Background: an optimization exercise with open tools, aiming at small area. Do not read the settings as production practice. The RTL was checked by simulation tests, not by an equivalence proof against the original design. Power and IR drop assume default switching activity. The flow treats the clock pin as an ideal source, which a real chip does not have.

==> exp/cedar: inputs <==
==> flow/design.v <==
`timescale 1ns/1ps
`default_nettype none
module mmu_top (
  input  wire        clk,
  input  wire        rst_n,
  input  wire        req_valid_i,
  output wire        req_ready_o,
  input  wire [23:0] req_va_i,
  input  wire [2:0]  req_fc_i,
  input  wire        req_rw_i,
  input  wire        req_fetch_i,
  output reg         resp_valid_o,
  output wire [23:0] resp_pa_o,
  output reg         resp_hit_o,
  output wire        resp_fault_o,
  output wire [2:0]  resp_fault_code_o,
  output wire [4:0]  resp_perm_fault_o,
  input  wire        reg_wr_en_i,
  input  wire        reg_rd_en_i,
  input  wire [3:0]  reg_addr_i,
  input  wire [31:0] reg_wr_data_i,
  output reg  [31:0] reg_rd_data_o,
  input  wire        cmd_valid_i,
  input  wire [2:0]  cmd_op_i,
  input  wire [23:0] cmd_addr_i,
  input  wire [2:0]  cmd_fc_i,
  output wire        cmd_ready_o,
  output wire        cmd_busy_o,
  output reg         status_valid_o,
  output wire [2:0]  status_cmd_o,
  output wire        status_hit_o,
  output wire [23:0] status_pa_o,
  output wire [7:0]  status_bits_o,
  output reg         walk_mem_req_valid_o,
  output reg  [23:0] walk_mem_req_addr_o,
  input  wire        walk_mem_resp_valid_i,
  input  wire [63:0] walk_mem_resp_data_i,
  input  wire        walk_mem_resp_err_i,
  output wire        busy_o
);
  integer i;
  reg [23:0] crp_q;
  reg [23:0] srp_q;
  reg [31:0] tc_q;
  reg [31:0] tt0_q;
  reg [31:0] tt1_q;
  reg [11:0] mmusr_q;    
  wire [31:0] reg_wd = reg_wr_data_i & {32{rst_n}};
  wire        reg_we = reg_wr_en_i | !rst_n;
  always @(posedge clk) begin
    if (reg_we && (!rst_n || reg_addr_i == 4'd0)) crp_q <= reg_wd[23:0];
    if (reg_we && (!rst_n || reg_addr_i == 4'd1)) srp_q <= reg_wd[23:0];
    if (reg_we && (!rst_n || reg_addr_i == 4'd2)) tc_q  <= reg_wd;
    if (reg_we && (!rst_n || reg_addr_i == 4'd3)) tt0_q <= reg_wd;
    if (reg_we && (!rst_n || reg_addr_i == 4'd4)) tt1_q <= reg_wd;
    if (reg_we && (!rst_n || reg_addr_i == 4'd5))
      mmusr_q <= {reg_wd[15:9], reg_wd[7], reg_wd[3:0]};
  end
  always @(*) begin
    case (reg_addr_i)
      4'd0:    reg_rd_data_o = {8'h00, crp_q};
      4'd1:    reg_rd_data_o = {8'h00, srp_q};
      4'd2:    reg_rd_data_o = tc_q;
      4'd3:    reg_rd_data_o = tt0_q;
      4'd4:    reg_rd_data_o = tt1_q;
      4'd5:    reg_rd_data_o = {16'h0000, mmusr_q[11:5], 1'b0, mmusr_q[4], 3'b000, mmusr_q[3:0]};
      default: reg_rd_data_o = 32'h0000_0000;
    endcase
  end
  reg        cbusy_q;
  reg        cph_q;
  reg [2:0]  cop_q;
  reg [23:0] caddr_q;
  reg [2:0]  cfc_q;
  wire probe_lk_cycle = cbusy_q & cph_q;
  wire preload_wait   = cbusy_q & cop_q[2];
  assign cmd_ready_o = !cbusy_q;
  assign cmd_busy_o  = cbusy_q;
  wire flush_all   = status_valid_o & (cop_q == 3'd1);
  wire flush_match = status_valid_o & (cop_q == 3'd2);
  assign status_cmd_o = (cop_q[2] & (cop_q[1] | cop_q[0])) ? 3'd0 : cop_q;
  localparam [1:0] S_IDLE  = 2'd0;
  localparam [1:0] S_START = 2'd1;
  localparam [1:0] S_MEM   = 2'd2;
  localparam [1:0] S_DONE  = 2'd3;
  reg [1:0]  st_q;
  reg [23:0] pva_q;
  reg [2:0]  pfc_q;
  reg        prw_q;
  reg        pfetch_q;
  reg        pcpu_q;
  reg [1:0]  wf_q;        
  reg [4:0]  wattr_q;
  reg [11:0] pa_base_q;
  wire st_idle = (st_q == S_IDLE);
  wire st_done = (st_q == S_DONE);
  assign req_ready_o = st_idle;
  assign busy_o      = !st_idle | cbusy_q;
  reg        tv  [0:15];
  reg [7:0]  ttag[0:15];
  reg [11:0] tpfn[0:15];
  reg [2:0]  tfc [0:15];
  reg [4:0]  tatr[0:15];
  wire       cpu_lk  = st_idle & req_valid_i;
  wire [23:0] lk_va  = cpu_lk ? req_va_i : caddr_q;
  wire [2:0]  lk_fc  = cpu_lk ? req_fc_i : cfc_q;
  wire [3:0]  lk_idx = lk_va[15:12];
  wire        rd_v    = tv[lk_idx];
  wire [7:0]  rd_tag  = ttag[lk_idx];
  wire [11:0] rd_pfn  = tpfn[lk_idx];
  wire [2:0]  rd_fc   = tfc[lk_idx];
  wire [4:0]  rd_attr = tatr[lk_idx];
  wire hit = rd_v & (rd_tag == lk_va[23:16]) & (rd_fc == lk_fc);
  wire lk_user    = ~lk_fc[2];
  wire lk_program = lk_fc[1] & ~lk_fc[0];
  wire lk_data    = ~lk_fc[1] & lk_fc[0];
  function automatic ttr_hit(input [31:0] ttr, input [7:0] key,
                             input user, input prog, input data);
    begin
      ttr_hit = ttr[15] &
                (user ? ttr[13] : ttr[14]) &
                ((prog & ttr[12]) | (data & ttr[11])) &
                (((key ^ ttr[31:24]) & ~ttr[23:16]) == 8'h00);
    end
  endfunction
  wire tt = ttr_hit(tt0_q, lk_va[23:16], lk_user, lk_program, lk_data) |
            ttr_hit(tt1_q, lk_va[23:16], lk_user, lk_program, lk_data);
  wire xlat = hit & ~tt;
  wire [3:0] inv_idx = caddr_q[15:12];
  wire inv_hit = tv[inv_idx] & (ttag[inv_idx] == caddr_q[23:16]) &
                 (tfc[inv_idx] == cfc_q);
  wire refill = st_done & (wf_q == 2'd0);
  wire [3:0] rf_idx = pva_q[15:12];
  always @(posedge clk) begin
    for (i = 0; i < 16; i = i + 1) begin
      if (!rst_n || flush_all)
        tv[i] <= 1'b0;
      else if (refill && rf_idx == i)
        tv[i] <= 1'b1;
      else if (flush_match && inv_hit && inv_idx == i)
        tv[i] <= 1'b0;
      if (refill && rf_idx == i) begin
        ttag[i] <= pva_q[23:16];
        tpfn[i] <= pa_base_q;
        tfc[i]  <= pfc_q;
        tatr[i] <= wattr_q;
      end
    end
  end
  wire preload_lk = preload_wait & st_idle & ~req_valid_i;
  wire cmd_take   = !cbusy_q & cmd_valid_i;
  wire cmd_long   = (cmd_op_i == 3'd3) | (cmd_op_i == 3'd4);
  always @(posedge clk) begin
    if (!cbusy_q) begin
      cop_q   <= cmd_op_i;
      caddr_q <= cmd_addr_i;
      cfc_q   <= cmd_fc_i;
    end
    if (!rst_n) begin
      cbusy_q        <= 1'b0;
      cph_q          <= 1'b0;
      status_valid_o <= 1'b0;
    end else begin
      cbusy_q        <= cbusy_q ? (cop_q[2] ? ~preload_lk : ~cph_q)
                                : (cmd_take & cmd_long);
      cph_q          <= cbusy_q & ~cph_q & ~cop_q[2];
      status_valid_o <= (cmd_take & ~cmd_long) | probe_lk_cycle | preload_lk;
    end
  end
  reg [6:0] sbits_q;    
  reg       sidle_q;
  always @(posedge clk) begin
    sbits_q <= probe_lk_cycle ? {tt, xlat, rd_attr & {5{xlat}}} : 7'd0;
    sidle_q <= st_idle;
  end
  assign status_bits_o = {sbits_q[6:5], 1'b0, sbits_q[4:0]};
  assign status_hit_o  = sbits_q[6] | sbits_q[5];
  wire miss_walk = (cpu_lk & ~tt & ~hit) | (preload_lk & ~hit);
  wire in_range  = (pva_q[23:12] < tc_q[11:0]);
  wire [1:0] dt = walk_mem_resp_data_i[33:32];
  wire mem_ok   = ~walk_mem_resp_err_i & (dt == 2'b01);
  always @(posedge clk) begin
    if (st_idle) begin
      pva_q    <= req_valid_i ? req_va_i : caddr_q;
      pfc_q    <= req_valid_i ? req_fc_i : cfc_q;
      prw_q    <= req_rw_i;
      pfetch_q <= req_fetch_i;
      pcpu_q   <= req_valid_i;
    end
    walk_mem_req_addr_o <= crp_q + {9'd0, pva_q[23:12], 3'b000};
    wf_q    <= (st_q == S_START) ? 2'd2 :
               walk_mem_resp_err_i ? 2'd3 :
               (dt == 2'b00) ? 2'd1 :
               (dt != 2'b01) ? 2'd2 : 2'd0;
    wattr_q <= {walk_mem_resp_data_i[40], walk_mem_resp_data_i[34],
                walk_mem_resp_data_i[38], walk_mem_resp_data_i[36],
                walk_mem_resp_data_i[35]};
    if (!rst_n) begin
      st_q                 <= S_IDLE;
      walk_mem_req_valid_o <= 1'b0;
      pa_base_q            <= 12'd0;
    end else begin
      walk_mem_req_valid_o <= (st_q == S_START) & in_range;
      case (st_q)
        S_IDLE:  st_q <= miss_walk ? S_START : S_IDLE;
        S_START: st_q <= in_range ? S_MEM : S_DONE;
        S_MEM:   st_q <= walk_mem_resp_valid_i ? S_DONE : S_MEM;
        default: st_q <= S_IDLE;
      endcase
      if (st_q == S_MEM && walk_mem_resp_valid_i && mem_ok)
        pa_base_q <= walk_mem_resp_data_i[23:12];
    end
  end
  wire r_fetch = st_done ? pfetch_q : req_fetch_i;
  wire r_rw    = st_done ? prw_q    : req_rw_i;
  wire r_user  = st_done ? ~pfc_q[2] : ~req_fc_i[2];
  wire r_s     = st_done ? (wattr_q[4] & (wf_q == 2'd0)) : (xlat & rd_attr[4]);
  wire r_wp    = st_done ? (wattr_q[3] & (wf_q == 2'd0)) : (xlat & rd_attr[3]);
  wire rq_r = ~r_fetch & r_rw;
  wire rq_w = ~r_fetch & ~r_rw;
  wire rq_x = r_fetch;
  wire f_nr   = rq_r & r_user & r_s;
  wire f_wp   = rq_w & (r_wp | (r_user & r_s));
  wire f_nx   = rq_x & r_user & r_s;
  wire f_priv = r_user & r_s & (rq_r | rq_x | (rq_w & ~r_wp));
  reg [11:0] rpfn_q;
  reg        rwalk_q;
  reg        rtt_q;
  reg [2:0]  rcode_q;
  reg [3:0]  rperm_q;
  always @(posedge clk) begin
    resp_valid_o <= rst_n & ((cpu_lk & (tt | hit)) | (st_done & pcpu_q));
    resp_hit_o   <= ~st_done & xlat;
    rpfn_q       <= rd_pfn;
    rwalk_q      <= st_done;
    rtt_q        <= tt;
    rcode_q      <= {st_done & (wf_q == 2'd3),
                     st_done & (wf_q[1] ^ wf_q[0]),
                     (st_done & (wf_q == 2'd2)) | f_nr | f_wp | f_nx};
    rperm_q      <= {f_priv, f_nx, f_wp, f_nr};
  end
  assign resp_pa_o = {rwalk_q ? pa_base_q : (rtt_q ? pva_q[23:12] : rpfn_q),
                      pva_q[11:0]};
  assign status_pa_o = sbits_q[6] ? caddr_q :
                       sbits_q[5] ? {rpfn_q, sidle_q ? pva_q[11:0] : caddr_q[11:0]} :
                       24'd0;
  assign resp_fault_code_o = rcode_q;
  assign resp_fault_o      = |rcode_q;
  assign resp_perm_fault_o = {1'b0, rperm_q};
  /*verilator lint_off UNUSED*/
  wire unused_ok = ^srp_q ^ ^tc_q[31:12] ^ reg_rd_en_i ^ ^walk_mem_resp_data_i;
  /*verilator lint_on UNUSED*/
endmodule
`default_nettype wire
==> flow/run.sh <==
#!/bin/bash
# synth_recipe.tcl (not shown) runs the flow's synth.tcl, then flattens the netlist and writes it again
# the make line also repeats each setting of config.mk as NAME=value (left out here)
make -C /OpenROAD-flow-scripts/flow DESIGN_CONFIG=/design/flow/config.mk WORK_HOME=/design/flow/orfs CLKGATE_MAP_FILE= SYNTH_SCRIPT=/design/flow/synth_recipe.tcl finish
==> flow/config.mk <==
export PLATFORM = sky130hd
export DESIGN_NAME = mmu_top
export DESIGN_NICKNAME = mmu_top
export VERILOG_FILES = /design/flow/design.v
export SDC_FILE = /design/flow/constraint.sdc
export NUM_CORES = 4
export LEC_CHECK = 0
export CAP_MARGIN = 20
export CORE_MARGIN = 2
export CORE_UTILIZATION = 65
export SLEW_MARGIN = 20
==> flow/constraint.sdc <==
create_clock -name core_clock -period 6.0 [get_ports {clk}]
set_input_delay 1.2000 -clock core_clock [delete_from_list [all_inputs] [get_ports {clk}]]
set_output_delay 1.2000 -clock core_clock [all_outputs]
set_load 0.01 [all_outputs]
==> inputs of exp/fjord, as changes to exp/cedar <==
--- a/flow/design.v
+++ b/flow/design.v
@@ -105,11 +105,22 @@
   wire [23:0] lk_va  = cpu_lk ? req_va_i : caddr_q;
   wire [2:0]  lk_fc  = cpu_lk ? req_fc_i : cfc_q;
   wire [3:0]  lk_idx = lk_va[15:12];
-  wire        rd_v    = tv[lk_idx];
-  wire [7:0]  rd_tag  = ttag[lk_idx];
-  wire [11:0] rd_pfn  = tpfn[lk_idx];
-  wire [2:0]  rd_fc   = tfc[lk_idx];
-  wire [4:0]  rd_attr = tatr[lk_idx];
+  wire [15:0] lk_oh  = 16'd1 << lk_idx;
+  reg         rd_v;
+  reg  [7:0]  rd_tag;
+  reg  [11:0] rd_pfn;
+  reg  [2:0]  rd_fc;
+  reg  [4:0]  rd_attr;
+  always @(*) begin
+    rd_v = 1'b0; rd_tag = 8'd0; rd_pfn = 12'd0; rd_fc = 3'd0; rd_attr = 5'd0;
+    for (i = 0; i < 16; i = i + 1) begin
+      rd_v    = rd_v    | (tv[i]   & lk_oh[i]);
+      rd_tag  = rd_tag  | (ttag[i] & {8{lk_oh[i]}});
+      rd_pfn  = rd_pfn  | (tpfn[i] & {12{lk_oh[i]}});
+      rd_fc   = rd_fc   | (tfc[i]  & {3{lk_oh[i]}});
+      rd_attr = rd_attr | (tatr[i] & {5{lk_oh[i]}});
+    end
+  end
   wire hit = rd_v & (rd_tag == lk_va[23:16]) & (rd_fc == lk_fc);
   wire lk_user    = ~lk_fc[2];
   wire lk_program = lk_fc[1] & ~lk_fc[0];
@@ -127,8 +138,19 @@
             ttr_hit(tt1_q, lk_va[23:16], lk_user, lk_program, lk_data);
   wire xlat = hit & ~tt;
   wire [3:0] inv_idx = caddr_q[15:12];
-  wire inv_hit = tv[inv_idx] & (ttag[inv_idx] == caddr_q[23:16]) &
-                 (tfc[inv_idx] == cfc_q);
+  wire [15:0] inv_oh = 16'd1 << inv_idx;
+  reg        iv_v;
+  reg  [7:0] iv_tag;
+  reg  [2:0] iv_fc;
+  always @(*) begin
+    iv_v = 1'b0; iv_tag = 8'd0; iv_fc = 3'd0;
+    for (i = 0; i < 16; i = i + 1) begin
+      iv_v   = iv_v   | (tv[i]   & inv_oh[i]);
+      iv_tag = iv_tag | (ttag[i] & {8{inv_oh[i]}});
+      iv_fc  = iv_fc  | (tfc[i]  & {3{inv_oh[i]}});
+    end
+  end
+  wire inv_hit = iv_v & (iv_tag == caddr_q[23:16]) & (iv_fc == cfc_q);
   wire refill = st_done & (wf_q == 2'd0);
   wire [3:0] rf_idx = pva_q[15:12];
   always @(posedge clk) begin
==> flow/flow/run.sh (new file) <==
#!/bin/bash
# Layout flow: the standard flow, except that
#  - the synthesis maps the combinational logic with an area-oriented ABC
#    script (flow/area.abc); every other synthesis step, and so every
#    register, is the standard synthesis's;
#  - ports are buffered with the smallest buffer cell;
#  - clock tree synthesis inserts no dummy loads.
# Each tool's output goes to its own log in this folder (ORFS's own logs are
# under orfs/logs).
set -euo pipefail
W=$PWD
export BUFFER_PORTS_ARGS="-buffer_cell sky130_fd_sc_hd__buf_1"
export CTS_ARGS="-sink_clustering_enable -repair_clock_nets -dont_use_dummy_load"
cat > "$W/area_synth.tcl" <<EOT
proc abc {args} {
  set i [lsearch -exact \$args -script]
  if { \$i >= 0 } { lset args [expr {\$i + 1}] {$W/flow/area.abc} }
  yosys abc {*}\$args
}
source {$W/synth_recipe.tcl}
EOT
sed "s#SYNTH_SCRIPT=[^ ]*#SYNTH_SCRIPT=$W/area_synth.tcl#" standard.sh > area_standard.sh
bash area_standard.sh synth > synth_make.log 2>&1
bash standard.sh > standard_make.log 2>&1
==> flow/flow/area.abc (new file) <==
&get -n
&st
&deepsyn -T 60
&st
&dch
&nf -a
&st
&dch
&nf -a
&put
==> flow/standard.sh (new file) <==
#!/bin/bash
# synth_recipe.tcl (not shown) runs the flow's synth.tcl, then flattens the netlist and writes it again
# the make line also repeats each setting of config.mk as NAME=value (left out here)
make -C /OpenROAD-flow-scripts/flow DESIGN_CONFIG=/design/flow/config.mk WORK_HOME=/design/flow/orfs CLKGATE_MAP_FILE= SYNTH_SCRIPT=/design/flow/synth_recipe.tcl "${@:-finish}"
removed: flow/run.sh
==> inputs of exp/indigo, as changes to exp/cedar <==
--- a/flow/design.v
+++ b/flow/design.v
@@ -105,11 +105,22 @@
   wire [23:0] lk_va  = cpu_lk ? req_va_i : caddr_q;
   wire [2:0]  lk_fc  = cpu_lk ? req_fc_i : cfc_q;
   wire [3:0]  lk_idx = lk_va[15:12];
-  wire        rd_v    = tv[lk_idx];
-  wire [7:0]  rd_tag  = ttag[lk_idx];
-  wire [11:0] rd_pfn  = tpfn[lk_idx];
-  wire [2:0]  rd_fc   = tfc[lk_idx];
-  wire [4:0]  rd_attr = tatr[lk_idx];
+  wire [15:0] lk_oh  = 16'd1 << lk_idx;
+  reg         rd_v;
+  reg  [7:0]  rd_tag;
+  reg  [11:0] rd_pfn;
+  reg  [2:0]  rd_fc;
+  reg  [4:0]  rd_attr;
+  always @(*) begin
+    rd_v = 1'b0; rd_tag = 8'd0; rd_pfn = 12'd0; rd_fc = 3'd0; rd_attr = 5'd0;
+    for (i = 0; i < 16; i = i + 1) begin
+      rd_v    = rd_v    | (tv[i]   & lk_oh[i]);
+      rd_tag  = rd_tag  | (ttag[i] & {8{lk_oh[i]}});
+      rd_pfn  = rd_pfn  | (tpfn[i] & {12{lk_oh[i]}});
+      rd_fc   = rd_fc   | (tfc[i]  & {3{lk_oh[i]}});
+      rd_attr = rd_attr | (tatr[i] & {5{lk_oh[i]}});
+    end
+  end
   wire hit = rd_v & (rd_tag == lk_va[23:16]) & (rd_fc == lk_fc);
   wire lk_user    = ~lk_fc[2];
   wire lk_program = lk_fc[1] & ~lk_fc[0];
@@ -127,8 +138,19 @@
             ttr_hit(tt1_q, lk_va[23:16], lk_user, lk_program, lk_data);
   wire xlat = hit & ~tt;
   wire [3:0] inv_idx = caddr_q[15:12];
-  wire inv_hit = tv[inv_idx] & (ttag[inv_idx] == caddr_q[23:16]) &
-                 (tfc[inv_idx] == cfc_q);
+  wire [15:0] inv_oh = 16'd1 << inv_idx;
+  reg        iv_v;
+  reg  [7:0] iv_tag;
+  reg  [2:0] iv_fc;
+  always @(*) begin
+    iv_v = 1'b0; iv_tag = 8'd0; iv_fc = 3'd0;
+    for (i = 0; i < 16; i = i + 1) begin
+      iv_v   = iv_v   | (tv[i]   & inv_oh[i]);
+      iv_tag = iv_tag | (ttag[i] & {8{inv_oh[i]}});
+      iv_fc  = iv_fc  | (tfc[i]  & {3{inv_oh[i]}});
+    end
+  end
+  wire inv_hit = iv_v & (iv_tag == caddr_q[23:16]) & (iv_fc == cfc_q);
   wire refill = st_done & (wf_q == 2'd0);
   wire [3:0] rf_idx = pva_q[15:12];
   always @(posedge clk) begin
==> flow/flow/run.sh (new file) <==
#!/bin/bash
# Layout flow: the standard flow, except that
#  - the synthesis maps the combinational logic with an area-oriented ABC
#    script (flow/area.abc); every other synthesis step, and so every
#    register, is the standard synthesis's;
#  - ports are buffered with the smallest buffer cell;
#  - clock tree synthesis inserts no dummy loads.
# Each tool's output goes to its own log in this folder (ORFS's own logs are
# under orfs/logs).
set -euo pipefail
W=$PWD
export BUFFER_PORTS_ARGS="-buffer_cell sky130_fd_sc_hd__buf_1"
export CTS_ARGS="-sink_clustering_enable -repair_clock_nets -dont_use_dummy_load -sink_clustering_size 30 -sink_clustering_max_diameter 100"
cat > "$W/area_synth.tcl" <<EOT
proc abc {args} {
  set i [lsearch -exact \$args -script]
  if { \$i >= 0 } { lset args [expr {\$i + 1}] {$W/flow/area.abc} }
  yosys abc {*}\$args
}
source {$W/synth_recipe.tcl}
EOT
sed "s#SYNTH_SCRIPT=[^ ]*#SYNTH_SCRIPT=$W/area_synth.tcl#" standard.sh > area_standard.sh
bash area_standard.sh synth > synth_make.log 2>&1
bash standard.sh > standard_make.log 2>&1
==> flow/flow/area.abc (new file) <==
&get -n
&st
&deepsyn -T 60
&st
&dch
&nf -a
&st
&dch
&nf -a
&put
==> flow/standard.sh (new file) <==
#!/bin/bash
# synth_recipe.tcl (not shown) runs the flow's synth.tcl, then flattens the netlist and writes it again
# the make line also repeats each setting of config.mk as NAME=value (left out here)
make -C /OpenROAD-flow-scripts/flow DESIGN_CONFIG=/design/flow/config.mk WORK_HOME=/design/flow/orfs CLKGATE_MAP_FILE= SYNTH_SCRIPT=/design/flow/synth_recipe.tcl "${@:-finish}"
removed: flow/run.sh
==> comparison table <==
Outcome: exp/indigo timing/DRC/antenna clean; exp/cedar timing/DRC/antenna clean; exp/fjord timing/DRC/antenna clean
Combinational share of power: exp/indigo 0.161; exp/cedar 0.174; exp/fjord 0.141
Cell at the slowest stage of the critical path: exp/indigo nor4b_4; exp/cedar nor4bb_2; exp/fjord nor4b_4
Number of instances in the placed design: exp/indigo 2,766; exp/cedar 3,147; exp/fjord 2,766
Peak fanout along the critical path: exp/indigo 16; exp/cedar 22; exp/fjord 14
Mux share of post-synthesis cell area: exp/indigo 0.0121; exp/cedar 0.0275; exp/fjord 0.0121
Simple-gate area share of the yosys netlist: exp/indigo 0.0757; exp/cedar 0.0868; exp/fjord 0.0757
Clock period minus worst slack: exp/indigo 5.06 ns; exp/cedar 4.89 ns; exp/fjord 5.07 ns
Insertion delay of the later-clocked pin in the worst-skew pair: exp/indigo 0.63 ns; exp/cedar 0.65 ns; exp/fjord 0.62 ns
H-tree depth: exp/indigo 1; exp/cedar 3; exp/fjord 3
Met2 WL: exp/indigo 40,900 µm; exp/cedar 49,300 µm; exp/fjord 41,700 µm
Fraction of the mapped netlist area in compound gates: exp/indigo 0.132; exp/cedar 0.150; exp/fjord 0.132
Global routing usage on met1: exp/indigo 0.534; exp/cedar 0.558; exp/fjord 0.535
Fraction of layout instances using a drive strength above 1: exp/indigo 0.0699; exp/cedar 0.120; exp/fjord 0.0877

[static timing again, ports no longer ideal]
The flow's constraints put no driver on any port. The routed layouts listed below were extracted and timed again, unchanged, in two steps.
Step 1, drivers: a clkbuf_16 drives clk and a buf_2 each remaining input, both assumed.
Step 2, shift: input delay + t, output delay - t, t = (earliest + latest rising clock arrival at the registers) / 2. This alone moves slack from input paths to output paths.
Slacks: no drivers / after step 1 / after step 2; pairs: no drivers / after step 1.
| run | t (ns) | setup WS [ns] | pins driven straight from the clock port |
|---|---|---|---|
| exp/cedar | 0.699 | 1.115 / 1.115 / 0.484 | 1 |
| exp/fjord | 0.655 | 0.927 / 0.953 / 0.298 | 1 |
| exp/indigo | 0.664 | 0.938 / 0.938 / 0.300 | 1 |
After both steps every run listed still meets setup and hold. The setup slack of exp/indigo, which loses most, moves by 0.000 ns with the drivers and by -0.638 ns with both steps.
